Background: an optimization exercise with open tools, aiming at small area and a short achievable clock period. Do not read the settings as production practice. At most, simulation tests tie the RTL to the original design; equivalence was not proved. For runs 1 to 3, only the layout was checked, not whether the RTL still works. No run shown here takes its clock network from TritonCTS; it comes from the design's own scripts or RTL. The clock input has no modelled driver; a real chip could not lean on it and would need a root buffer or a full tree. Power figures rest on the tool's default switching activity, not on a simulated workload.

### flow/run.sh
#!/bin/bash
# Standard ORFS layout with these changes: sizing may change a cell's footprint,
# the port buffers are buf_2 cells, and the clock tree is the two-level tree
# that flow/cts_tree.tcl builds (see there).
set -euo pipefail
bash standard.sh synth > synth.log 2>&1
bash standard.sh MATCH_CELL_FOOTPRINT=0 \
  "BUFFER_PORTS_ARGS=-buffer_cell sky130_fd_sc_hd__buf_2" \
  "PRE_CTS_TCL=$PWD/flow/cts_tree.tcl" \
  finish > layout.log 2>&1
### flow/cts_tree.tcl
# Hook run by ORFS's cts.tcl before clock_tree_synthesis (PRE_CTS_TCL).
# Builds a two-level clock tree instead: the registers are split into two
# halves by median x and each half into four groups by y quartiles; each
# group's clock pins are driven by a clkbuf_16 at the group's centre, and
# the four leaf buffers of a half by a clkbuf_16 at their centre, which the
# clock port drives.  clock_tree_synthesis is then replaced by a no-op; the
# rest of cts.tcl (legalisation, timing repair, writing the results) runs as
# usual.

set ::cts_tree_block [ord::get_db_block]
set ::cts_tree_master [[ord::get_db] findMaster sky130_fd_sc_hd__clkbuf_16]
set clk_net [[$::cts_tree_block findBTerm clk_i] getNet]

proc sink_xy { it } {
  set bb [[$it getInst] getBBox]
  return [list [expr {([$bb xMin] + [$bb xMax]) / 2}] [expr {([$bb yMin] + [$bb yMax]) / 2}]]
}

# split items (lists whose elements idx is a coordinate) into n parts of
# nearly equal size along that coordinate
proc split_by { items idx n } {
  set s [lsort -integer -index $idx $items]
  set len [llength $s]
  set parts {}
  for { set i 0 } { $i < $n } { incr i } {
    set a [expr {($i * $len) / $n}]
    set b [expr {(($i + 1) * $len) / $n - 1}]
    lappend parts [lrange $s $a $b]
  }
  return $parts
}

proc centre { items } {
  set sx 0
  set sy 0
  foreach s $items {
    incr sx [lindex $s 1]
    incr sy [lindex $s 2]
  }
  set n [llength $items]
  return [list [expr {$sx / $n}] [expr {$sy / $n}]]
}

proc add_buffer { name x y in_net out_name } {
  set inst [odb::dbInst_create $::cts_tree_block $::cts_tree_master $name]
  $inst setLocation $x $y
  $inst setPlacementStatus PLACED
  set net [odb::dbNet_create $::cts_tree_block $out_name]
  $net setSigType CLOCK
  [$inst findITerm A] connect $in_net
  [$inst findITerm X] connect $net
  return $net
}

set sinks {}
foreach it [$clk_net getITerms] {
  lappend sinks [concat [list $it] [sink_xy $it]]
}
puts "cts_tree: [llength $sinks] clock sinks"

set h 0
foreach half [split_by $sinks 1 2] {
  set leaves [split_by $half 2 4]
  set cs {}
  foreach grp $leaves {
    lappend cs [concat [list {}] [centre $grp]]
  }
  lassign [centre $cs] hx hy
  set hnet [add_buffer "clkbuf_tree_$h" $hx $hy $clk_net "clknet_tree_$h"]
  puts "cts_tree: clkbuf_tree_$h at ($hx, $hy)"
  set l 0
  foreach grp $leaves {
    lassign [centre $grp] cx cy
    set lnet [add_buffer "clkbuf_tree_${h}_$l" $cx $cy $hnet "clknet_tree_${h}_$l"]
    foreach s $grp {
      set it [lindex $s 0]
      $it disconnect
      $it connect $lnet
    }
    puts "cts_tree: clkbuf_tree_${h}_$l drives [llength $grp] sinks at ($cx, $cy)"
    incr l
  }
  incr h
}
$clk_net setSigType CLOCK
global_connect
set_propagated_clock [all_clocks]

rename clock_tree_synthesis cts_tree_unused_clock_tree_synthesis
proc clock_tree_synthesis { args } {
  puts "cts_tree: clock tree already built, clock_tree_synthesis skipped"
}
### standard.sh
#!/bin/bash
# synth_recipe.tcl (not shown) runs the flow's synth.tcl, then flattens the netlist and writes it again
# the make line also repeats each setting of config.mk as NAME=value (left out here)
make -C /OpenROAD-flow-scripts/flow DESIGN_CONFIG=/design/flow/config.mk WORK_HOME=/design/flow/orfs CLKGATE_MAP_FILE= SYNTH_SCRIPT=/design/flow/synth_recipe.tcl "${@:-finish}"
### config.mk
export PLATFORM = sky130hd
export DESIGN_NAME = M216A_TopModule
export DESIGN_NICKNAME = M216A_TopModule
export VERILOG_FILES = /design/flow/design.v
export SDC_FILE = /design/flow/constraint.sdc
export NUM_CORES = 4
export LEC_CHECK = 0
export ABC_AREA = 1
export CAP_MARGIN = 20
export CORE_MARGIN = 2
export CORE_UTILIZATION = 40
export CTS_BUF_LIST = sky130_fd_sc_hd__clkbuf_4 sky130_fd_sc_hd__clkbuf_8
export CTS_CLUSTER_SIZE = 30
export SETUP_SLACK_MARGIN = 1.7
export SLEW_MARGIN = 20
export TNS_END_PERCENT = 0
### constraint.sdc
create_clock -name core_clock -period 3.3 [get_ports {clk_i}]
set_input_delay 0.6600 -clock core_clock [delete_from_list [all_inputs] [get_ports {clk_i}]]
set_output_delay 0.6600 -clock core_clock [all_outputs]
set_load 0.01 [all_outputs]
### design.v
`timescale 1ns / 100ps
`timescale 1ns / 100ps
`timescale 1ns / 100ps
`timescale 1ns / 100ps
`timescale 1ns / 100ps
`timescale 1ns / 100ps
`timescale 1ns / 100ps
`timescale 1ns / 100ps
`timescale 1ns / 100ps
`timescale 1ns / 100ps
`timescale 1ns / 100ps
`timescale 1ns / 100ps
module M216A_TopModule(
    input           clk_i,
    input           rst_i,
    input  [4 : 0]  width_i,
    input  [4 : 0]  height_i,
    output [7 : 0]  index_x_o,
    output [7 : 0]  index_y_o,
    output [3 : 0]  strike_o
);
    reg  [3:0] ph;             
    reg  [1:0] warm;           
    reg        clr;            
    reg        live_q;         
    reg  [9:0] k_q;            
    reg  [3:0] wm1_q;          
    reg  [6:0] a_q, b_q, c_q;
    reg  [6:0] mn_q;
    reg  [6:0] sum_q;          
    reg        we_q;           
    reg        strike_q;
    reg  [7:0] id_q;           
    reg  [6:0] x_q;
    reg  [6:0] y_q;
    reg        s_q;
    reg  [3:0] cnt_q;
    wire [6:0] occ [1:13];
    wire nrst   = ~rst_i;
    wire ph0    = ph[0];
    wire live_d = nrst & ph[3] & warm[1];
    wire [3:0] hi = height_i[3:0];
    wire [9:0] k_d;
    assign k_d[0] = (hi == 4'd4);
    assign k_d[1] = (hi == 4'd5);
    assign k_d[2] = (hi == 4'd6);
    assign k_d[3] = (hi == 4'd7);
    assign k_d[4] = (hi == 4'd8);
    assign k_d[5] = (hi == 4'd9);
    assign k_d[6] = (hi == 4'd10);
    assign k_d[7] = (hi == 4'd11);
    assign k_d[8] = (hi == 4'd12);
    assign k_d[9] = ~|k_d[8:0];
    wire k4  = k_q[0];
    wire k5  = k_q[1];
    wire k6  = k_q[2];
    wire k7  = k_q[3];
    wire k8  = k_q[4];
    wire k9  = k_q[5];
    wire k10 = k_q[6];
    wire k11 = k_q[7];
    wire k12 = k_q[8];
    wire k13 = k_q[9];
    wire [12:0] sel0 = {k13, 1'b0, 1'b0, k4, k12, k5, k11, k6, k10, k7, k9, 1'b0, k8};
    wire [12:0] sel1 = {1'b0, k13, 1'b0, 1'b0, k11, k4, k10, k5, k9, k6, 1'b0, k8, k7};
    wire [12:0] sel2 = {1'b0, 1'b0, k13, 1'b0, 1'b0, 1'b0, 1'b0, 1'b0, 1'b0, 1'b0, k8, k7, 1'b0};
    wire has1 = ~k12;
    wire has2 = k7 | k8 | k13;
    wire [7:0] id0 = ({8{k4}} & 8'h42) | ({8{k5}} & 8'h28) | ({8{k6}} & 8'h22) |
                     ({8{k7}} & 8'h18)  | ({8{k8}} & 8'h11) | ({8{k9}} & 8'h14) |
                     ({8{k10}} & 8'h21)  | ({8{k11}} & 8'h24) | ({8{k12}} & 8'h41) |
                     ({8{k13}} & 8'h81);
    wire [7:0] id1 = ({8{k4}} & 8'h28)  | ({8{k5}} & 8'h22) | ({8{k6}} & 8'h18) |
                     ({8{k7}} & 8'h11)  | ({8{k8}} & 8'h12) | ({8{k9}} & 8'h21) |
                     ({8{k10}} & 8'h24)  | ({8{k11}} & 8'h41) | ({8{k13}} & 8'h48);
    wire [7:0] id2 = ({8{k7}} & 8'h12)  | ({8{k8}} & 8'h14) | ({8{k13}} & 8'h44);
    wire [12:0] won;
    genvar g;
    generate
        for (g = 1; g <= 13; g = g + 1) begin : dec
            assign won[g-1] = id_q[4 + (g-1)/4] & id_q[(g-1)%4];
        end
    endgenerate
    wire [6:0] ywin = ({7{won[1]}}  & 7'd8)  | ({7{won[2]}}  & 7'd16) |
                      ({7{won[3]}}  & 7'd25) | ({7{won[4]}}  & 7'd32) |
                      ({7{won[5]}}  & 7'd42) | ({7{won[6]}}  & 7'd48) |
                      ({7{won[7]}}  & 7'd59) | ({7{won[8]}}  & 7'd64) |
                      ({7{won[9]}}  & 7'd76) | ({7{won[10]}} & 7'd80) |
                      ({7{won[11]}} & 7'd96) | ({7{won[12]}} & 7'd112);
    reg  [6:0] rd0, rd1, rd2;
    integer i;
    always @(*) begin
        rd0 = 7'd0;
        rd1 = 7'd0;
        rd2 = 7'd0;
        for (i = 1; i <= 13; i = i + 1) begin
            rd0 = rd0 | (occ[i] & {7{sel0[i-1]}});
            rd1 = rd1 | (occ[i] & {7{sel1[i-1]}});
            rd2 = rd2 | (occ[i] & {7{sel2[i-1]}});
        end
    end
    function lt7;
        input [6:0] a;
        input [6:0] b;
        integer j, k;
        reg r, t;
        begin
            r = 1'b0;
            for (k = 0; k < 7; k = k + 1) begin
                t = ~a[k] & b[k];
                for (j = k + 1; j < 7; j = j + 1)
                    t = t & (~a[j] | b[j]);
                r = r | t;
            end
            lt7 = r;
        end
    endfunction
    function [8:0] addm1;
        input [6:0] a;
        input [3:0] m;
        reg [6:0] b;
        reg [7:0] c0;              
        reg [7:0] c1;              
        reg t;
        integer i, j, k;
        begin
            b = {3'b000, m};
            c0 = 8'd0;
            c1 = 8'd1;
            for (i = 0; i < 7; i = i + 1) begin
                for (j = 0; j <= i; j = j + 1) begin
                    t = a[j] & b[j];
                    for (k = j + 1; k <= i; k = k + 1)
                        t = t & (a[k] | b[k]);
                    c0[i+1] = c0[i+1] | t;
                end
                t = 1'b1;
                for (k = 0; k <= i; k = k + 1)
                    t = t & (a[k] | b[k]);
                c1[i+1] = c0[i+1] | t;
            end
            addm1 = {c0[7], c1[7], (a ^ c1[6:0]) ^ b};
        end
    endfunction
    wire [8:0] sum = addm1(mn_q, wm1_q);      
    wire b_lt_a = lt7(b_q, a_q);
    wire c_lt_a = lt7(c_q, a_q);
    wire c_lt_b = lt7(c_q, b_q);
    wire pc = has2 & c_lt_a & c_lt_b;
    wire pb = has1 & b_lt_a & ~pc;
    wire strike_d = sum[8];
    wire strike = strike_q;
    wire [6:0] nocc_r = sum_q & {7{~clr}};
    always @(posedge clk_i) begin
        a_q <= rd0;
        b_q <= rd1;
        c_q <= rd2;
        mn_q <= pc ? c_q : pb ? b_q : a_q;
        id_q <= pc ? id2 : pb ? id1 : id0;
        sum_q <= sum[6:0] | {7{sum[7]}};
        strike_q <= strike_d;
        we_q <= live_d & ~strike_d;
        live_q <= live_d;
        ph <= rst_i ? 4'b0001 : {ph[2:0], ph[3]};
        if (rst_i)
            warm <= 2'd0;
        else if (ph0 & ~warm[1])
            warm <= warm + 2'd1;
        clr <= rst_i | ~warm[1];
    end
    always @(posedge clk_i) begin
        if (rst_i) begin
            k_q <= 10'd0;
            wm1_q <= 4'd0;
        end else if (ph0) begin
            k_q <= k_d;
            wm1_q <= width_i[3:0] - 4'd1;
        end
    end
    always @(posedge clk_i) begin
        if (rst_i) begin
            x_q <= 7'd0;
            y_q <= 7'd0;
            s_q <= 1'b0;
            cnt_q <= 4'd0;
        end else if (live_q) begin
            x_q <= strike ? 7'd0 : mn_q;
            y_q <= strike ? 7'd0 : ywin;
            s_q <= strike;
            if (strike) cnt_q <= cnt_q + 4'd1;
        end
    end
    generate
        for (g = 1; g <= 13; g = g + 1) begin : strip
            reg [6:0] v;
            always @(posedge clk_i)
                if (clr | (we_q & won[g-1]))
                    v <= nocc_r;
            assign occ[g] = v;
        end
    endgenerate
    assign index_x_o = {s_q, x_q};
    assign index_y_o = {s_q, y_q};
    assign strike_o  = cnt_q;
endmodule
==> results of run 1 <==
-- power groups by stage --
stage | logic [mW] | clock network [mW] | registers [mW]
after floorplan | 0.256 | 0 | 2.58
after global placement | 0.330 | 0 | 2.62
after detailed placement | 0.331 | 0 | 2.63
after CTS | 0.334 | 1.20 | 2.58
after global routing | 0.386 | 1.29 | 2.59
final | 0.341 | 1.18 | 2.58
-- tightest hold or removal path, stage by stage (launching register included) --
cell and delay, ns:
dfxtp_1 0.31, inv_1 0.04, nor2_1 0.03
-- cell families (layout without fill, tap and decap cells) --
family | after synthesis | count (layout) | share of synthesized area
AND/OR/NAND/NOR | 355 | 356 | 0.209
XOR/XNOR | 3 | 3 | 0.00361
flip-flops | 177 | 177 | 0.612
buffers and inverters | 110 | 118 | 0.0629
adder cells (fa/ha/maj) | 4 | 4 | 0.00688
AO/OA/AOI/OAI | 113 | 113 | 0.106
-- metrics by stage --
stage / cells / hold WS [ns] / setup WS, ns
final: 1000 / 0.401 / 1.54
after global routing: 1000 / 0.420 / 1.50
after CTS: 998 / 0.407 / 1.58
after detailed placement: 988 / 0.396 / 1.35
after global placement: 988 / 0.400 / 1.37
after floorplan: 762 / 0.388 / 1.71
-- placed cells by master, fill, tap and decap left out, types with 2 or more instances in the layout --
| cell | synthesis | final |
|---|---|---|
| a21oi_1 | 31 | 31 |
| o21ai_0 | 24 | 18 |
| nor3_1 | 6 | 6 |
| o22ai_1 | 4 | 4 |
| o21ai_1 | 2 | 3 |
| inv_1 | 71 | 70 |
| a32oi_1 | 2 | 2 |
| xnor2_1 | 2 | 2 |
| ha_1 | 4 | 4 |
| nand3_1 | 73 | 73 |
| clkbuf_16 | 0 | 10 |
| o21ai_2 | 0 | 4 |
| nand4_1 | 18 | 18 |
| nor2_1 | 53 | 52 |
| a221oi_1 | 21 | 21 |
| nand2_1 | 192 | 191 |
| buf_4 | 6 | 6 |
| or2_2 | 3 | 3 |
| a22o_1 | 20 | 20 |
| inv_2 | 2 | 2 |
| nand2_2 | 6 | 7 |
| edfxtp_1 | 91 | 91 |
| dfxtp_1 | 86 | 85 |
| buf_2 | 6 | 29 |
-- routing by layer --
metal / global-route usage / vias to the layer above
li1: - / 2619
met2: 0.300 / 160
met3: 0.0249 / 30
met1: 0.261 / 2548
met4: 0.0393 / 0
met5: 0 / -
-- state kept, by name, indices dropped and copies added, names as in the netlist --
signal and count:
strip.v 91, k_q 10, id_q 8, a_q 7, b_q 7, c_q 7, mn_q 7, sum_q 7
x_q 7, y_q 7, cnt_q 4, ph 4, wm1_q 4, warm 2, clr 1, live_q 1
s_q 1, strike_q 1, we_q 1
-- timing repair --
| item | CTS | global route |
|---|---|---|
| hold buffers | 0 | 0 |
| setup endpoints to repair | 92 | 153 |
| resized for setup | 5 | 5 |
| gates cloned | 0 | 1 |
| buffers inserted | 0 | 1 |
-- how the worst max path moves through the flow --
stage	start	to	slack, ns	cells past startpoint
5_1_grt	clr	strip[6].v[0]	1.50	3
2_1_floorplan	we_q	strip[10].v[0]	1.71	3
3_3_place_gp	we_q	strip[10].v[2]	1.37	2
6_report	clr	strip[6].v[0]	1.54	3
3_5_place_dp	we_q	strip[13].v[3]	1.35	2
4_1_cts	clr	strip[9].v[0]	1.58	2
-- cell type report --
type	instances	area, um2	share of cell area
Buffer	10	250	0.0318
Inverter	73	278	0.0353
Multi-Input combinational cell	476	2410	0.306
Sequential cell	177	4460	0.566
Tap cell	229	287	0.0364
Timing Repair Buffer	35	190	0.0242
==> impl_metrics.yaml, run 1 <==
status:
  outcome: "timing/DRC/antenna clean"
timing:
  fmax_mhz: 569
  skew_ns: 0.0108
  slew_violations: 0
  rsz0062_at_grt: "true"
  setup_viol: 0
  fin_crit_sh: 0.532
  tightest_slew_ns: 0.986
  slew_headroom: 0.342
  period_minus_slack_ns: 1.76
  hold_violations: 0
  setup_tns_ns: 0
min_path:
  min_from: "ph[1]"
  hold_path.class: "reg2reg"
  whs_path_depth: 2
  holdPathEnd: "ph[2]"
drt:
  routed_wl_um: 18000
  highest_layer: "met4"
  ant_nets: 0
  wl_met3_um: 1240
  vias: 5357
  wl_per_cell_um: 18.0
  drc: 0
  dr_wl_met2_um: 8230
  drt-initial-drc-count: 464
  drtPass1Iterations: 5
  wirelength_met1_um: 8100
  via_per_inst: 5.36
power:
  p_clk_frac: 0.287
  power_density_nw_per_um2: 520
  peakVddDrop_mv: 0.238
  p_comb_frac: 0.083
  p_seq_frac: 0.629
  static-leakage-power_nw: 3.22
  switching_share: 0.240
  p_int_mw: 3.11
  power_switching_mw: 0.984
  p_total_mw: 4.10
yosys:
  syn_inst: 762
  ys.warnings.count: 1
  synthesis.area_um2: 7280
  ys_ff_latch: 177
  postSynth.asyncResetShare: 0
  avgSynthCellArea_um2: 9.55
  synth_area_leaders: "edfxtp_1 38%, dfxtp_1 24%, nand2_1 9.9%"
  ys.flop_type: "edfxtp_1"
  synth.largest_area_cell: "edfxtp_1"
  yosysMostFrequentCell: "nand2_1"
  synth-seq-area-share: 0.612
  syn-num-nets: 778
  yosysTopAreaCellShare: 0.375
  ys_types: 39
  synth_common_cells: "192 x nand2_1, 91 x edfxtp_1, 86 x dfxtp_1"
  synth_edf_count: 91
global_route:
  track_usage: 0.183
  grt_pass1_vias: 5028
  grt_max_degree: 30
  grt-ovfl-total: 0
  antenna_found_initial: 0
  grt_first_pass_wirelength_um: 28100
critical_path:
  worst-r2r-cell-count: 3
  worstPathRequired_ns: 3.25
  critPathLaunchType: "flop"
  worst-path-buf-inv: 2
  slowest_delay_ns: 0.57
  path_delay_family: "flip-flops"
  r2r_end: "strip[6].v[0]"
  cpMaxStageDelayCell: "dfxtp_1"
  arrival_ns: 1.71
  cp_max_fo: 13
  worstSetupEndpointType: "flop"
  crit_chain: "clkinvlp_4 > buf_4 > nand2_1"
  rrSetupSlack_ns: 1.54
  critPathKind: "reg2reg"
  worstReg2RegStart: "clr"
clocking:
  path_clk_slew_ns: 0.09
  worstSkewPairLatency_ns: 0.32
floorplan:
  coreArea_um2: 17900
  rows: 49
  io_pins: 32
  initial_core_util: 0.407
  die_area_um2: 19300
  die_w_um: 139
  die_h_um: 139
final_layout:
  drive_above_1_share: 0.0895
  utilization: 0.440
  area_delta_synth_final_pct: 8.10
  n_antenna_cell: 0
  stdcell_area_um2: 7870
  fin_nets: 789
  fillers: 1751
run:
  maxCapViolCount: 0
place:
  dp_hpwl_um: 11800
  portBuffers: 29
  place_area_um2: 7570
  gp_congestion: 0.860
==> run 2, diff against run 1 <==
--- a/config.mk
+++ b/config.mk
@@ -9,5 +9,5 @@
 export CAP_MARGIN = 20
 export CORE_MARGIN = 2
-export CORE_UTILIZATION = 40
+export CORE_UTILIZATION = 55
 export CTS_BUF_LIST = sky130_fd_sc_hd__clkbuf_4 sky130_fd_sc_hd__clkbuf_8
 export CTS_CLUSTER_SIZE = 30
==> impl_metrics.yaml, run 2 <==
power:
  power_switching_mw: 0.989
  peakVddDrop_mv: 0.283
  static-leakage-power_nw: 3.24
  p_comb_frac: 0.086
  p_total_mw: 4.10
  p_clk_frac: 0.284
  power_density_nw_per_um2: 525
  switching_share: 0.241
  p_int_mw: 3.11
  p_seq_frac: 0.630
floorplan:
  initial_core_util: 0.556
  coreArea_um2: 13100
  die_h_um: 119
  die_w_um: 119
  io_pins: 32
  rows: 42
  die_area_um2: 14200
timing:
  rsz0062_at_grt: "true"
  fmax_mhz: 596
  fin_crit_sh: 0.509
  hold_violations: 0
  skew_ns: 0.0167
  slew_violations: 0
  setup_tns_ns: 0
  tightest_slew_ns: 0.946
  period_minus_slack_ns: 1.68
  timing.final.ws_setup_ns: 1.62
  slew_headroom: 0.367
  setup_viol: 0
critical_path:
  arrival_ns: 1.62
  cp_max_fo: 13
  critPathLaunchType: "flop"
  worstPathRequired_ns: 3.24
  critPathKind: "reg2reg"
  worstSetupEndpointType: "flop"
yosys:
  synth_top_family_by_area: "simple AND/OR/NAND/NOR gates"
  ys.flop_type: "edfxtp_1"
  synth_area_leaders: "edfxtp_1 38%, dfxtp_1 24%, nand2_1 9.9%"
  yosys.area_share.adder: 0.00688
  ys.warnings.count: 1
  synth-compound-area-share: 0.106
  synth_common_cells: "192 x nand2_1, 91 x edfxtp_1, 86 x dfxtp_1"
  postSynth.asyncResetShare: 0
  synth_mux_area_frac: 0
  synth_edf_count: 91
  avgSynthCellArea_um2: 9.55
  yosysMostFrequentCell: "nand2_1"
  syn_inst: 762
  syn-num-nets: 778
  synthesis.area_um2: 7280
  yosysTopAreaCellShare: 0.375
  ys_types: 39
  synth-seq-area-share: 0.612
  synthXorXnorAreaFrac: 0.00361
  ys_ff_latch: 177
  synthSimpleGateAreaFrac: 0.209
  synth.largest_area_cell: "edfxtp_1"
place:
  post-place-cells: 936
  pre_cts_slack_ns: 1.39
  portBuffers: 29
  dp_hpwl_um: 12500
  gp_congestion: 0.940
drt:
  ant_nets: 0
  wl_per_cell_um: 19.6
  drtPass1Iterations: 5
  drt-initial-drc-count: 548
  via_per_inst: 5.82
  drc: 0
  vias: 5515
  routed_wl_um: 18500
final_layout:
  drive_above_1_share: 0.0869
  multi_input_area_um2: 2420
  fin_nets: 789
  regArea_um2: 4460
  n_antenna_cell: 0
  fillers: 1165
  area_delta_synth_final_pct: 7.29
  final_cell_mix: "191 x nand2_1, 91 x edfxtp_1, 85 x dfxtp_1"
  finalNonFillerCells: 947
  regMostFlops: "strip.v"
  largest_reg_flops: 91
  final_common_cell: "nand2_1"
  reg_top3: "strip.v: 91 flops, k_q: 10 flops, id_q: 8 flops"
global_route:
  grt-busiest-layer: "met2"
  track_usage: 0.260
  use_met2: 0.409
  grt_use_met3: 0.0148
  grt_first_pass_wirelength_um: 28700
  grt_max_degree: 30
  grt-ovfl-total: 0
  grt_pass1_vias: 5122
  grt_use_met1: 0.403
  antenna_found_initial: 0
clocking:
  path_clk_slew_ns: 0.09
  post_cts_buffers: 0
  worstSkewPairLatency_ns: 0.31
  ctsHoldBuffers: 0
min_path:
  hold_path.class: "reg2reg"
status:
  outcome: "timing/DRC/antenna clean"
run:
  maxCapViolCount: 0
## run 2: cell count changes in the layout (fill, tap and decap cells not counted)
cell	before	now
nor2_2	1	0
nor2_4	0	1
nand3_4	1	2
o21ai_1	3	2
clkinvlp_4	1	0
nand2_4	0	2
nand3_2	1	0
inv_1	70	71
o21ai_0	18	20
o21ai_4	1	0
nand2_2	7	5
## run 2: logic make-up (layout without fill, tap and decap cells)
group | after synthesis | after routing
and+or+nand+nor | 355 | 356
DFF | 177 | 177
AOI/OAI and AO/OA | 113 | 113
buffers and inverters | 110 | 118
adders and majority gates | 4 | 4
xor gates and xnor gates | 3 | 3
## run 2: final cells by class
| class | instances | share of cell area |
|---|---|---|
| sequential | 177 | 0.570 |
| multi-input combinational | 476 | 0.310 |
| inverter | 73 | 0.0351 |
| buffer | 10 | 0.0320 |
| tap | 176 | 0.0282 |
| timing repair buffer | 35 | 0.0244 |
## run 2: worst paths after layout
kind	startpoint	to	slack [ns]	cells after the start
max	clr	strip[9].v[4]	1.62	2
min	ph[1]	ph[2]	0.41	2
max reg2reg	clr	strip[9].v[4]	1.62	2
min reg2reg	ph[1]	ph[2]	0.41	2
## run 2: repair_timing
item                                    in CTS  in global routing
gates cloned                                 0                  1
resized for setup                            0                 11
endpoints found under the setup margin      63                137
pin swaps                                    0                  1
## run 2: power by group through the flow
stage          registers [mW]  logic (mW)  clock network (mW)
2_1_floorplan            2.58       0.256                   0
3_3_place_gp             2.62       0.330                   0
3_5_place_dp             2.63       0.335                   0
4_1_cts                  2.58       0.336                1.18
5_1_grt                  2.60       0.395                1.25
6_report                 2.58       0.354                1.16
## run 2: critical path, cell delays in order (launching register included)
cell     delay, ns
dfxtp_1       0.51
inv_1         0.28
nand2_1       0.52
## run 2: through the flow
| step | hold WS (ns) | area (um2) | util |
|---|---|---|---|
| 2_1_floorplan | 0.388 | 7280 | - |
| 3_3_place_gp | 0.399 | 7510 | 0.574 |
| 3_5_place_dp | 0.401 | 7510 | 0.574 |
| 4_1_cts | 0.413 | 7760 | 0.593 |
| 5_1_grt | 0.467 | 7810 | 0.597 |
| 6_report | 0.411 | 7810 | 0.597 |
## run 2: routing by layer
| metal | vias to the layer above | part of all wire |
|---|---|---|
| li1 | 2621 | - |
| met1 | 2636 | 0.46 |
| met2 | 228 | 0.45 |
| met3 | 30 | 0.070 |
| met4 | 0 | 0.022 |
| met5 | - | 0 |
==> run 3, diff against run 2 <==
==> flow/run.sh (replaced) <==
#!/bin/bash
# Standard ORFS layout with these changes: sizing may change a cell's footprint,
# the port buffers are buf_2 cells, and the clock tree is the two-level tree
# that flow/cts_tree.tcl builds (see there); flow/post_cts.tcl adds a
# resize-only timing repair after CTS.
set -euo pipefail
bash standard.sh synth > synth.log 2>&1
bash standard.sh MATCH_CELL_FOOTPRINT=0 \
  "BUFFER_PORTS_ARGS=-buffer_cell sky130_fd_sc_hd__buf_2" \
  "PRE_CTS_TCL=$PWD/flow/cts_tree.tcl" "POST_CTS_TCL=$PWD/flow/post_cts.tcl" \
  finish > layout.log 2>&1
==> flow/post_cts.tcl (new file) <==
# Hook run at the end of ORFS's cts.tcl (POST_CTS_TCL): a second setup
# repair that only resizes cells (and swaps pins), over every endpoint below
# the setup slack margin, then legalises the placement again.
log_cmd repair_timing -setup -setup_margin $::env(SETUP_SLACK_MARGIN) -repair_tns 100 \
  -sequence "sizeup,swap" -skip_last_gasp -verbose
detailed_placement
check_placement -verbose
==> impl_metrics.yaml, run 3 <==
status:
  outcome: "timing/DRC/antenna clean"
min_path:
  hold_path.class: "reg2reg"
final_layout:
  fin_nets: 789
  reg_top3: "strip.v: 91 flops, k_q: 10 flops, id_q: 8 flops"
  n_antenna_cell: 0
  final_cell_mix: "189 x nand2_1, 91 x edfxtp_1, 82 x dfxtp_1"
  area_delta_synth_final_pct: 7.96
  largest_reg_flops: 91
  stdcell_area_um2: 7860
  final_common_cell: "nand2_1"
  drive_above_1_share: 0.105
  utilization: 0.601
  regMostFlops: "strip.v"
yosys:
  avgSynthCellArea_um2: 9.55
  synth_area_leaders: "edfxtp_1 38%, dfxtp_1 24%, nand2_1 9.9%"
  syn-num-nets: 778
  ys.warnings.count: 1
  yosysMostFrequentCell: "nand2_1"
  synth-seq-area-share: 0.612
  ys_types: 39
  postSynth.asyncResetShare: 0
  synth.largest_area_cell: "edfxtp_1"
  synthesis.area_um2: 7280
  synth_common_cells: "192 x nand2_1, 91 x edfxtp_1, 86 x dfxtp_1"
  synth_edf_count: 91
  yosysTopAreaCellShare: 0.375
  ys.flop_type: "edfxtp_1"
  syn_inst: 762
  ys_ff_latch: 177
power:
  p_total_mw: 4.11
  static-leakage-power_nw: 3.24
  power_density_nw_per_um2: 522
  peakVddDrop_mv: 0.283
floorplan:
  die_w_um: 119
  rows: 42
  die_h_um: 119
  die_area_um2: 14200
  io_pins: 32
  initial_core_util: 0.556
  coreArea_um2: 13100
clocking:
  worstSkewPairLatency_ns: 0.31
  path_clk_slew_ns: 0.09
critical_path:
  worst-path-buf-inv: 1
  critPathLaunchType: "flop"
  slowest_delay_ns: 0.52
  worstSetupEndpointType: "flop"
  arrival_ns: 1.63
  critPathKind: "reg2reg"
  path_delay_family: "flip-flops"
  crit_chain: "inv_1 > nand2_1"
  worstPathRequired_ns: 3.24
  cp_max_fo: 13
  cpMaxStageDelayCell: "dfxtp_1"
place:
  gp_congestion: 0.940
  place_area_um2: 7510
  portBuffers: 29
  dp_hpwl_um: 12500
timing:
  setup_viol: 0
  period_minus_slack_ns: 1.68
  hold_violations: 0
  slew_violations: 0
  slew_headroom: 0.364
  hold_slack_ns: 0.411
  setup_tns_ns: 0
  fmax_mhz: 594
  tightest_slew_ns: 0.950
  rsz0062_at_grt: "true"
  skew_ns: 0.0117
  fin_crit_sh: 0.510
global_route:
  grt_pass1_vias: 5173
  grt_first_pass_wirelength_um: 28800
  track_usage: 0.261
  antenna_found_initial: 0
  grt-ovfl-total: 0
  grt_max_degree: 30
drt:
  drc: 0
  ant_nets: 0
  routed_wl_um: 18700
  vias: 5607
  drt-initial-drc-count: 553
  via_per_inst: 5.92
  wl_per_cell_um: 19.7
  drtPass1Iterations: 7
run:
  maxCapViolCount: 0
==> run 3: area by class of cell <==
cell class                 instances  area [um2]
fill                            1157        5230
sequential                       177        4460
multi-input combinational        476        2450
inverter                          73         274
buffer                            10         250
tap                              176         220
timing repair buffer              35         203
==> run 3: power breakdown <==
group	internal, mW	switching (mW)
sequential	2.47	0.117
clock	0.546	0.617
combinational	0.102	0.259
==> run 3: final timing paths <==
check              from            end  slack [ns]  depth (start not counted)
setup / recovery    clr  strip[9].v[4]        1.62                          2
hold / removal    ph[1]          ph[2]        0.41                          2
setup reg to reg    clr  strip[9].v[4]        1.62                          2
hold reg to reg   ph[1]          ph[2]        0.41                          2
==> run 3: worst min-delay path, stage by stage (launching register included) <==
cell	delay [ns]
dfxtp_1	0.30
inv_1	0.04
nor2_1	0.03
==> run 3: kinds of logic after synthesis <==
kind of cell,synth area share
flops,0.612
fa+ha+maj,0.00688
xor+xnor,0.00361
compound gates,0.106
simple gates,0.209
buf+inv,0.0629
==> run 3: routing by layer <==
layer / wire length, um / share of wire / track usage
met3: 1310 / 0.070 / 0.0182
met1: 8440 / 0.45 / 0.402
met4: 437 / 0.023 / 0.0551
met5: 0 / 0 / 0
met2: 8490 / 0.45 / 0.410
==> run 3: stage by stage <==
stage / std cells / setup WS [ns]
final: 947 / 1.62
after detailed placement: 936 / 1.39
after global routing: 947 / 1.55
after global placement: 936 / 1.41
after floorplan: 762 / 1.71
==> run 4, diff against run 3 <==
--- a/design.v
+++ b/design.v
@@ -31,5 +31,5 @@
     reg        we_q;           
     reg        strike_q;
-    reg  [7:0] id_q;           
+    reg  [3:0] id_q;
     reg  [6:0] x_q;
     reg  [6:0] y_q;
@@ -67,25 +67,23 @@
     wire has1 = ~k12;
     wire has2 = k7 | k8 | k13;
-    wire [7:0] id0 = ({8{k4}} & 8'h42) | ({8{k5}} & 8'h28) | ({8{k6}} & 8'h22) |
-                     ({8{k7}} & 8'h18)  | ({8{k8}} & 8'h11) | ({8{k9}} & 8'h14) |
-                     ({8{k10}} & 8'h21)  | ({8{k11}} & 8'h24) | ({8{k12}} & 8'h41) |
-                     ({8{k13}} & 8'h81);
-    wire [7:0] id1 = ({8{k4}} & 8'h28)  | ({8{k5}} & 8'h22) | ({8{k6}} & 8'h18) |
-                     ({8{k7}} & 8'h11)  | ({8{k8}} & 8'h12) | ({8{k9}} & 8'h21) |
-                     ({8{k10}} & 8'h24)  | ({8{k11}} & 8'h41) | ({8{k13}} & 8'h48);
-    wire [7:0] id2 = ({8{k7}} & 8'h12)  | ({8{k8}} & 8'h14) | ({8{k13}} & 8'h44);
-    wire [12:0] won;
-    genvar g;
-    generate
-        for (g = 1; g <= 13; g = g + 1) begin : dec
-            assign won[g-1] = id_q[4 + (g-1)/4] & id_q[(g-1)%4];
+    wire [3:0] id0 = ({4{k4}}  & 4'd10) | ({4{k5}}  & 4'd8) | ({4{k6}}  & 4'd6) |
+                     ({4{k7}}  & 4'd4)  | ({4{k8}}  & 4'd1) | ({4{k9}}  & 4'd3) |
+                     ({4{k10}} & 4'd5)  | ({4{k11}} & 4'd7) | ({4{k12}} & 4'd9) |
+                     ({4{k13}} & 4'd13);
+    wire [3:0] id1 = ({4{k4}}  & 4'd8)  | ({4{k5}}  & 4'd6) | ({4{k6}}  & 4'd4) |
+                     ({4{k7}}  & 4'd1)  | ({4{k8}}  & 4'd2) | ({4{k9}}  & 4'd5) |
+                     ({4{k10}} & 4'd7)  | ({4{k11}} & 4'd9) | ({4{k13}} & 4'd12);
+    wire [3:0] id2 = ({4{k7}}  & 4'd2)  | ({4{k8}}  & 4'd3) | ({4{k13}} & 4'd11);
+    function [6:0] ystart;
+        input [3:0] id;
+        begin
+            ystart = ({7{id == 4'd2}}  & 7'd8)  | ({7{id == 4'd3}}  & 7'd16) |
+                     ({7{id == 4'd4}}  & 7'd25) | ({7{id == 4'd5}}  & 7'd32) |
+                     ({7{id == 4'd6}}  & 7'd42) | ({7{id == 4'd7}}  & 7'd48) |
+                     ({7{id == 4'd8}}  & 7'd59) | ({7{id == 4'd9}}  & 7'd64) |
+                     ({7{id == 4'd10}} & 7'd76) | ({7{id == 4'd11}} & 7'd80) |
+                     ({7{id == 4'd12}} & 7'd96) | ({7{id == 4'd13}} & 7'd112);
         end
-    endgenerate
-    wire [6:0] ywin = ({7{won[1]}}  & 7'd8)  | ({7{won[2]}}  & 7'd16) |
-                      ({7{won[3]}}  & 7'd25) | ({7{won[4]}}  & 7'd32) |
-                      ({7{won[5]}}  & 7'd42) | ({7{won[6]}}  & 7'd48) |
-                      ({7{won[7]}}  & 7'd59) | ({7{won[8]}}  & 7'd64) |
-                      ({7{won[9]}}  & 7'd76) | ({7{won[10]}} & 7'd80) |
-                      ({7{won[11]}} & 7'd96) | ({7{won[12]}} & 7'd112);
+    endfunction
     reg  [6:0] rd0, rd1, rd2;
     integer i;
@@ -103,14 +101,10 @@
         input [6:0] a;
         input [6:0] b;
-        integer j, k;
-        reg r, t;
+        integer k;
+        reg r;
         begin
             r = 1'b0;
-            for (k = 0; k < 7; k = k + 1) begin
-                t = ~a[k] & b[k];
-                for (j = k + 1; j < 7; j = j + 1)
-                    t = t & (~a[j] | b[j]);
-                r = r | t;
-            end
+            for (k = 0; k < 7; k = k + 1)
+                r = (~a[k] & b[k]) | ((~a[k] | b[k]) & r);
             lt7 = r;
         end
@@ -163,8 +157,6 @@
         live_q <= live_d;
         ph <= rst_i ? 4'b0001 : {ph[2:0], ph[3]};
-        if (rst_i)
-            warm <= 2'd0;
-        else if (ph0 & ~warm[1])
-            warm <= warm + 2'd1;
+        if (rst_i | (ph0 & ~warm[1]))
+            warm <= (warm + 2'd1) & {2{nrst}};
         clr <= rst_i | ~warm[1];
     end
@@ -186,14 +178,15 @@
         end else if (live_q) begin
             x_q <= strike ? 7'd0 : mn_q;
-            y_q <= strike ? 7'd0 : ywin;
+            y_q <= strike ? 7'd0 : ystart(id_q);
             s_q <= strike;
             if (strike) cnt_q <= cnt_q + 4'd1;
         end
     end
+    genvar g;
     generate
         for (g = 1; g <= 13; g = g + 1) begin : strip
             reg [6:0] v;
             always @(posedge clk_i)
-                if (clr | (we_q & won[g-1]))
+                if (clr | (we_q & (id_q == g)))
                     v <= nocc_r;
             assign occ[g] = v;
==> impl_metrics.yaml, run 4 <==
status:
  outcome: "timing/DRC/antenna clean"
drt:
  vias: 5255
  drc: 0
  drt-initial-drc-count: 387
  routed_wl_um: 16100
  via_per_inst: 5.47
  drtPass1Iterations: 5
  wl_per_cell_um: 16.8
  ant_nets: 0
timing:
  rsz0062_at_grt: "true"
  setup_viol: 0
  hold_violations: 0
  skew_ns: 0.0146
  period_minus_slack_ns: 1.60
  tightest_slew_ns: 1.02
  fmax_mhz: 625
  setup_tns_ns: 0
  fin_crit_sh: 0.485
  slew_headroom: 0.320
  slew_violations: 0
global_route:
  grt_use_met1: 0.345
  grt-busiest-layer: "met2"
  grt_pass1_vias: 4927
  grt_first_pass_wirelength_um: 25700
  grt_use_met3: 0.0193
  use_met2: 0.361
  track_usage: 0.226
  grt_max_degree: 25
  grt-ovfl-total: 0
  antenna_found_initial: 2
yosys:
  synthesis.area_um2: 7170
  ys.flop_type: "edfxtp_1"
  ys_types: 38
  ys.warnings.count: 1
  synth.largest_area_cell: "edfxtp_1"
  synth-seq-area-share: 0.613
  yosysMostFrequentCell: "nand2_1"
  avgSynthCellArea_um2: 9.43
  syn-num-nets: 777
  postSynth.asyncResetShare: 0
  yosysTopAreaCellShare: 0.389
  syn_inst: 761
  ys_ff_latch: 173
  synth_common_cells: "202 x nand2_1, 93 x edfxtp_1, 86 x inv_1"
  synth_edf_count: 93
  synth_area_leaders: "edfxtp_1 39%, dfxtp_1 22%, nand2_1 11%"
final_layout:
  drive_above_1_share: 0.141
  regArea_um2: 4410
  largest_reg_flops: 91
  reg_top3: "strip.v: 91 flops, k_q: 10 flops"
  stdcell_area_um2: 7910
  area_delta_synth_final_pct: 10.3
  fin_nets: 807
  final_cell_mix: "193 x nand2_1, 93 x edfxtp_1, 82 x inv_1"
  regMostFlops: "strip.v"
  final_common_cell: "nand2_1"
  multi_input_area_um2: 2380
  n_antenna_cell: 0
  fillers: 1121
critical_path:
  slowest_delay_ns: 0.33
  critPathKind: "reg2reg"
  cp_max_fo: 24
  crit_path_frequent_cell: "inv_1"
  crit_chain: "buf_12 > nor2_1 > inv_1 > o21ai_1 > inv_1 > nand3_4 > buf_4 > nand3_1 > nand3_1 > inv_1"
  cpMaxStageDelayCell: "dfxtp_1"
  worstSetupEndpointType: "flop"
  critPathLaunchType: "flop"
  arrival_ns: 1.81
  worstPathRequired_ns: 3.51
place:
  place_area_um2: 7480
  gp_congestion: 0.847
  portBuffers: 29
  dp_hpwl_um: 11700
power:
  power_density_nw_per_um2: 608
  peakVddDrop_mv: 0.288
  static-leakage-power_nw: 3.27
  p_total_mw: 4.81
floorplan:
  die_w_um: 118
  die_h_um: 118
  io_pins: 32
  initial_core_util: 0.566
  coreArea_um2: 12700
  die_area_um2: 14000
  rows: 41
clocking:
  worstSkewPairLatency_ns: 0.31
  path_clk_slew_ns: 0.09
min_path:
  hold_path.class: "reg2reg"
run:
  maxCapViolCount: 0
run 4: changes by cell type after synthesis, sizes merged, moves of 8 or more:
cell,delta
nand3,-19
nand2,+10
o21ai,+11
buf,-8
inv,+18
nor2,-8
run 4: final timing paths:
path              slack (ns)  cells past startpoint    from  endpoint
setup / recovery        1.70                     10  k_q[9]   mn_q[2]
hold / removal          0.42                      2   ph[2]     ph[3]
setup reg to reg        1.70                     10  k_q[9]   mn_q[2]
hold reg to reg         0.42                      2   ph[2]     ph[3]
run 4: per-layer routing:
| metal | wire length, um | vias up |
|---|---|---|
| met2 | 7290 | 167 |
| met5 | 0 | - |
| met4 | 309 | 0 |
| met1 | 7510 | 2454 |
| li1 | - | 2614 |
| met3 | 1000 | 20 |
run 4: metrics by stage:
step | hold WS, ns | setup slack (ns) | util | instances
floorplan | 0.388 | 1.65 | - | 761
global placement | 0.404 | 1.16 | 0.591 | 943
detailed placement | 0.400 | 1.09 | 0.591 | 943
global route | 0.454 | 1.59 | 0.624 | 961
finish | 0.418 | 1.70 | 0.624 | 961
run 4: cells by family (layout without fill, tap and decap cells):
| kind of cell | count (synthesis) | in the layout | share of synthesized area |
|---|---|---|---|
| xor+xnor | 3 | 3 | 0.00366 |
| fa+ha+maj | 4 | 4 | 0.00698 |
| flops | 173 | 173 | 0.613 |
| buf+inv | 123 | 150 | 0.0680 |
| compound gates | 122 | 122 | 0.108 |
| simple gates | 336 | 337 | 0.201 |
run 4: layout make-up:
class	count	share of cell area
flip-flops and latches	173	0.558
well taps	172	0.0272
repair buffers	47	0.0373
multi-input cells	466	0.300
plain buffers	10	0.0316
inverters	93	0.0455
run 4: critical path, delay by kind of cell, from the launching register on:
family,cells,cell delay [ns]
buf+inv,5,0.56
flops,1,0.33
compound gates,1,0.16
simple gates,4,0.45
run 4: power breakdown:
part | switching, mW | total [mW] | internal [mW]
logic | 0.535 | 0.799 | 0.263
clock network | 0.611 | 1.16 | 0.545
registers | 0.206 | 2.86 | 2.65
total | 1.35 | 4.81 | 3.46
==> run 5, diff against run 4 <==
--- a/config.mk
+++ b/config.mk
@@ -12,5 +12,5 @@
 export CTS_BUF_LIST = sky130_fd_sc_hd__clkbuf_4 sky130_fd_sc_hd__clkbuf_8
 export CTS_CLUSTER_SIZE = 30
-export SETUP_SLACK_MARGIN = 1.7
+export SETUP_SLACK_MARGIN = 1.8
 export SLEW_MARGIN = 20
 export TNS_END_PERCENT = 0
==> impl_metrics.yaml, run 5 <==
status:
  outcome: "timing/DRC/antenna clean"
yosys:
  yosysTopAreaCellShare: 0.389
  ys_ff_latch: 173
  avgSynthCellArea_um2: 9.43
  yosysMostFrequentCell: "nand2_1"
  synthesis.area_um2: 7170
  ys.warnings.count: 1
  ys_types: 38
  synth_edf_count: 93
  synth-seq-area-share: 0.613
  synth_common_cells: "202 x nand2_1, 93 x edfxtp_1, 86 x inv_1"
  synth_area_leaders: "edfxtp_1 39%, dfxtp_1 22%, nand2_1 11%"
  synth.largest_area_cell: "edfxtp_1"
  syn-num-nets: 777
  postSynth.asyncResetShare: 0
  syn_inst: 761
  ys.flop_type: "edfxtp_1"
final_layout:
  fillers: 1101
  final_cell_mix: "198 x nand2_1, 93 x edfxtp_1, 80 x inv_1"
  drive_above_1_share: 0.157
  largest_reg_flops: 91
  fin_nets: 808
  finalNonFillerCells: 962
  final_common_cell: "nand2_1"
  stdcell_area_um2: 8000
  reg_top3: "strip.v: 91 flops, k_q: 10 flops"
  n_antenna_cell: 0
  area_delta_synth_final_pct: 11.5
  regMostFlops: "strip.v"
global_route:
  grt_pass1_vias: 5088
  grt-ovfl-total: 0
  grt-busiest-layer: "met2"
  use_met2: 0.375
  grt_use_met3: 0.0198
  grt_first_pass_wirelength_um: 26300
  track_usage: 0.232
  antenna_found_initial: 2
  grt_max_degree: 25
  grt_use_met1: 0.348
drt:
  drc: 0
  via_per_inst: 5.48
  vias: 5276
  routed_wl_um: 16200
  ant_nets: 0
  drtPass1Iterations: 5
  wl_per_cell_um: 16.9
  drt-initial-drc-count: 340
critical_path:
  crit_chain: "nor2_1"
  cp_max_fo: 13
  cpMaxStageDelayCell: "nor2_1"
  r2r_end: "strip[12].v[2]"
  path_delay_family: "simple AND/OR/NAND/NOR gates"
  worst-r2r-cell-count: 1
  worst-path-buf-inv: 0
  rrSetupSlack_ns: 1.75
  worstPathRequired_ns: 3.27
  worstReg2RegStart: "clr"
  worstSetupEndpointType: "flop"
  critPathLaunchType: "flop"
  arrival_ns: 1.52
  critPathKind: "reg2reg"
  slowest_delay_ns: 0.79
timing:
  period_minus_slack_ns: 1.55
  fin_crit_sh: 0.469
  slew_headroom: 0.341
  tightest_slew_ns: 0.985
  skew_ns: 0.0145
  hold_violations: 0
  rsz0062_at_grt: "true"
  setup_viol: 0
  slew_violations: 0
  setup_tns_ns: 0
  fmax_mhz: 646
floorplan:
  die_h_um: 118
  die_area_um2: 14000
  rows: 41
  initial_core_util: 0.566
  die_w_um: 118
  io_pins: 32
  coreArea_um2: 12700
place:
  gp_congestion: 0.847
  place_area_um2: 7480
  portBuffers: 29
  dp_hpwl_um: 11700
  post-place-cells: 943
min_path:
  holdPathEnd: "ph[3]"
  min_from: "ph[2]"
  hold_path.class: "reg2reg"
  whs_path_depth: 2
clocking:
  path_clk_slew_ns: 0.09
  worstSkewPairLatency_ns: 0.31
power:
  static-leakage-power_nw: 3.31
  p_total_mw: 4.84
  peakVddDrop_mv: 0.292
  power_density_nw_per_um2: 606
run:
  maxCapViolCount: 0
## run 5: cell count changes in the layout (fill, tap and decap cells not counted), sizes merged
cell / change
buf: +2
nand3: -1
## run 5: worst max path at each step
| stage | endpoint | from | cells after the start | slack, ns |
|---|---|---|---|---|
| final | strip[12].v[2] | clr | 1 | 1.75 |
| after global routing | id_q[2] | b_q[2] | 15 | 1.55 |
| after detailed placement | k_q[9] | rst_i | 4 | 1.09 |
| after global placement | k_q[9] | rst_i | 4 | 1.16 |
| after floorplan | strip[12].v[0] | id_q[1] | 3 | 1.65 |
## run 5: logic make-up (layout without fill, tap and decap cells)
family                   after synthesis  in the layout  synth area share
XOR/XNOR                               3              3           0.00366
flip-flops                           173            173             0.613
AO/OA/AOI/OAI                        122            122             0.108
adder cells (fa/ha/maj)                4              4           0.00698
AND/OR/NAND/NOR                      336            336             0.201
buffers and inverters                123            152            0.0680
## run 5: area by class of cell
type	instances	area (um2)	area share
Multi-Input combinational cell	465	2400	0.301
Sequential cell	173	4430	0.554
Tap cell	172	215	0.0269
Timing Repair Buffer	49	339	0.0424
Inverter	93	358	0.0448
Buffer	10	250	0.0313
## run 5: power by group
part	switching [mW]	internal, mW	leakage, nW
combinational	0.531	0.282	1.46
sequential	0.214	2.66	1.72
clock	0.613	0.545	0.123
## run 5: metal layers
| metal | vias to the layer above | routed length, um |
|---|---|---|
| met5 | - | 0 |
| met1 | 2527 | 7710 |
| met4 | 0 | 331 |
| met2 | 115 | 7370 |
| met3 | 16 | 807 |
| li1 | 2618 | - |
## run 5: worst min-delay path, cell delays in order (launching register included)
cell and delay [ns]:
dfxtp_1 0.31, inv_1 0.04, nor2_1 0.03
## run 5: stage by stage
stage	setup slack [ns]	util	hold WS (ns)
after global placement	1.16	0.591	0.404
after floorplan	1.65	-	0.388
after detailed placement	1.09	0.591	0.400
after global routing	1.55	0.631	0.456
final	1.75	0.631	0.417

[port drivers added, routing unchanged]
The flow's constraints put no driver on any port. The routed layouts listed below were extracted and timed again, unchanged, in two steps.
Step 1 assumes that a clkbuf_16 drives the clock port and a buf_2 every other input.
Step 2, shift: input delay + t, output delay - t, t = (earliest + latest rising clock arrival at the registers) / 2. This alone moves slack from input paths to output paths.
a / b / c = ideal / step 1 / step 2; a / b = the first two.
| run | t, ns | setup slack, ns | hold slack, ns | cell pins on the clock port's net |
|---|---|---|---|---|
| run 1 | 0.363 | 1.544 / 1.544 / 1.497 | 0.401 / 0.401 / 0.401 | 2 |
| run 2 | 0.355 | 1.622 / 1.622 / 1.395 | 0.411 / 0.411 / 0.411 | 2 |
| run 3 | 0.359 | 1.616 / 1.616 / 1.388 | 0.411 / 0.411 / 0.411 | 2 |
| run 4 | 0.361 | 1.700 / 1.700 / 1.400 | 0.418 / 0.418 / 0.418 | 2 |
| run 5 | 0.362 | 1.751 / 1.751 / 1.564 | 0.417 / 0.417 / 0.417 | 2 |
After both steps every run listed still meets setup and hold. For run 4, which loses most, drivers alone change the setup slack by 0.000 ns; drivers and shift together by -0.300 ns.
